Source: an optimization exercise on an open RTL-to-GDS flow (aim: small area and a short achievable clock period). Production flows keep margins and buffers that such runs may drop. No activity file was given, so power comes from the tool's default toggle rates.

Design alu_top, start of the top module:
module alu_top(clk, a, b, op, out, carry_out, over_flow, zero);
==> flow/config.mk <==
export PLATFORM = sky130hd
export DESIGN_NAME = alu_top
export DESIGN_NICKNAME = alu_top
export VERILOG_FILES = /design/flow/design.v
export SDC_FILE = /design/flow/constraint.sdc
export NUM_CORES = 4
export LEC_CHECK = 0
export CAP_MARGIN = 20
export CORE_MARGIN = 2
export CORE_UTILIZATION = 40
export SLEW_MARGIN = 20
export SYNTH_HIERARCHICAL = 1
==> flow/constraint.sdc <==
create_clock -name core_clock -period 14.5 [get_ports {clk}]
set_input_delay 2.9000 -clock core_clock [delete_from_list [all_inputs] [get_ports {clk}]]
set_output_delay 2.9000 -clock core_clock [all_outputs]
set_load 0.01 [all_outputs]
standard.sh (not shown) runs the stock make flow with config.mk's settings and CLKGATE_MAP_FILE= SYNTH_SCRIPT=/design/flow/synth_recipe.tcl, a recipe that flattens the netlist after the stock synthesis.
==> flow/flow/run.sh <==
#!/bin/bash
# The standard layout (standard.sh) with three changes to how it is made:
#  - the port buffers are sky130 buf_1 rather than the resizer's default pick;
#  - before floorplanning every combinational cell is set to drive strength 1
#    (flow/downsize.tcl), so only the resizer's timing repair sizes cells up;
#  - the timing repair aims at a setup slack margin of SETUP_MARGIN ns.
# Each tool's output goes to ORFS's own per-step logs under orfs/logs; make's
# output goes to standard.log.
export BUFFER_PORTS_ARGS="-buffer_cell sky130_fd_sc_hd__buf_1"
export SETUP_SLACK_MARGIN=${SETUP_MARGIN:-10.7}
export PRE_FLOORPLAN_TCL=$PWD/flow/downsize.tcl
bash standard.sh > standard.log 2>&1
==> flow/flow/downsize.tcl <==
# Start placement from the smallest drive of every combinational cell that
# synthesis sized up; the timing repair later in the flow sizes up again only
# the cells on paths that need it. Flip-flops are left as synthesis made them.
set db [ord::get_db]
set n 0
foreach inst [[ord::get_db_block] getInsts] {
  set m [[$inst getMaster] getName]
  if {[regexp {^(sky130_fd_sc_hd__([a-z0-9]+))_([0-9]+)$} $m -> base kind sz] && $sz > 1
      && ![string match df* $kind] && ![string match sdf* $kind] && ![string match dl* $kind]} {
    set nm [$db findMaster ${base}_1]
    if {$nm ne "NULL"} {
      $inst swapMaster $nm
      incr n
    }
  }
}
puts "downsize.tcl: $n cells set to drive strength 1"
Then changed:
--- a/flow/flow/run.sh
+++ b/flow/flow/run.sh
@@ -9,3 +9,3 @@
 export BUFFER_PORTS_ARGS="-buffer_cell sky130_fd_sc_hd__buf_1"
-export SETUP_SLACK_MARGIN=${SETUP_MARGIN:-10.7}
+export SETUP_SLACK_MARGIN=${SETUP_MARGIN:-10.5}
 export PRE_FLOORPLAN_TCL=$PWD/flow/downsize.tcl
The new run completed without violations.
Power went down by 5.8%.
Sequential power barely changes.
Via count went down by 4.6%.
Then changed:
--- a/flow/flow/run.sh
+++ b/flow/flow/run.sh
@@ -9,3 +9,3 @@
 export BUFFER_PORTS_ARGS="-buffer_cell sky130_fd_sc_hd__buf_1"
-export SETUP_SLACK_MARGIN=${SETUP_MARGIN:-10.5}
+export SETUP_SLACK_MARGIN=${SETUP_MARGIN:-10.0}
 export PRE_FLOORPLAN_TCL=$PWD/flow/downsize.tcl
Effect:
- clock power barely changes
- setup slack degrades by 0.37 ns
- maximum frequency shrinks by about 9%
- synthesized cell count does not change
Function was not checked in any run of this note: the RTL went through the layout flow alone.

alu_top, a different RTL version from the one above (not shown whole).
For scale: roughly 700 cells after synthesis, ~100 flip-flops, roughly 100 I/O pins.
// alu_top
module alu_top(clk, a, b, op, out, carry_out, over_flow, zero);
==> flow/config.mk <==
export PLATFORM = sky130hd
export DESIGN_NAME = alu_top
export DESIGN_NICKNAME = alu_top
export VERILOG_FILES = /design/flow/design.v
export SDC_FILE = /design/flow/constraint.sdc
export NUM_CORES = 4
export LEC_CHECK = 0
export CAP_MARGIN = 20
export CORE_MARGIN = 2
export CORE_UTILIZATION = 40
export SLEW_MARGIN = 20
==> flow/constraint.sdc <==
create_clock -name core_clock -period 14.5 [get_ports {clk}]
set_input_delay 2.9000 -clock core_clock [delete_from_list [all_inputs] [get_ports {clk}]]
set_output_delay 2.9000 -clock core_clock [all_outputs]
set_load 0.01 [all_outputs]
==> flow/flow/run.sh <==
#!/bin/bash
export BUFFER_PORTS_ARGS="-buffer_cell sky130_fd_sc_hd__buf_1"
export SETUP_SLACK_MARGIN=10.8
bash standard.sh > standard.log 2>&1
The baseline ran to the end with no violations.
Then changed:
CTS_BUF_LIST = sky130_fd_sc_hd__clkbuf_4 sky130_fd_sc_hd__clkbuf_8   (was default)
Result:
- The changed run went through all stages and came out clean
- cell count goes down by about 0.6%
- clock power decreases by about 24%
- via count went down by about 1.6%
No functional check of the RTL was part of any run of this note.

[static timing again, ports no longer ideal]
Ports are ideal in the flow. The routed layouts listed here were re-timed in OpenROAD.
Step 1: set_driving_cell puts a clkbuf_16 on clk and a buf_2 on each other input, an assumption about the parent block.
Step 2 times the ports against the registers' clock, not the clock port: input delays grow and output delays shrink by t, the midpoint of the rising clock arrivals with the driver on.
Slacks: no drivers / after step 1 / after step 2; pairs: no drivers / after step 1.
| run | t (ns) | setup slack, ns | hold slack, ns | worst data-port slew with drivers (ns) |
|---|---|---|---|---|
| the first run of note 1 | 0.393 | 10.724 / 10.693 / 10.846 | 0.640 / 0.640 / 0.640 | 0.04 |
| the second run of note 1 | 0.395 | 10.702 / 10.669 / 10.710 | 0.648 / 0.648 / 0.648 | 0.04 |
| the third run of note 1 | 0.392 | 10.332 / 10.332 / 10.332 | 0.676 / 0.676 / 0.676 | 0.04 |
| the first run of note 2 | 0.400 | 10.769 / 10.725 / 10.923 | 0.686 / 0.686 / 0.686 | 0.04 |
| the second run of note 2 | 0.432 | 10.715 / 10.677 / 10.951 | 0.616 / 0.616 / 0.616 | 0.04 |
After both steps setup and hold are still met in every run listed.
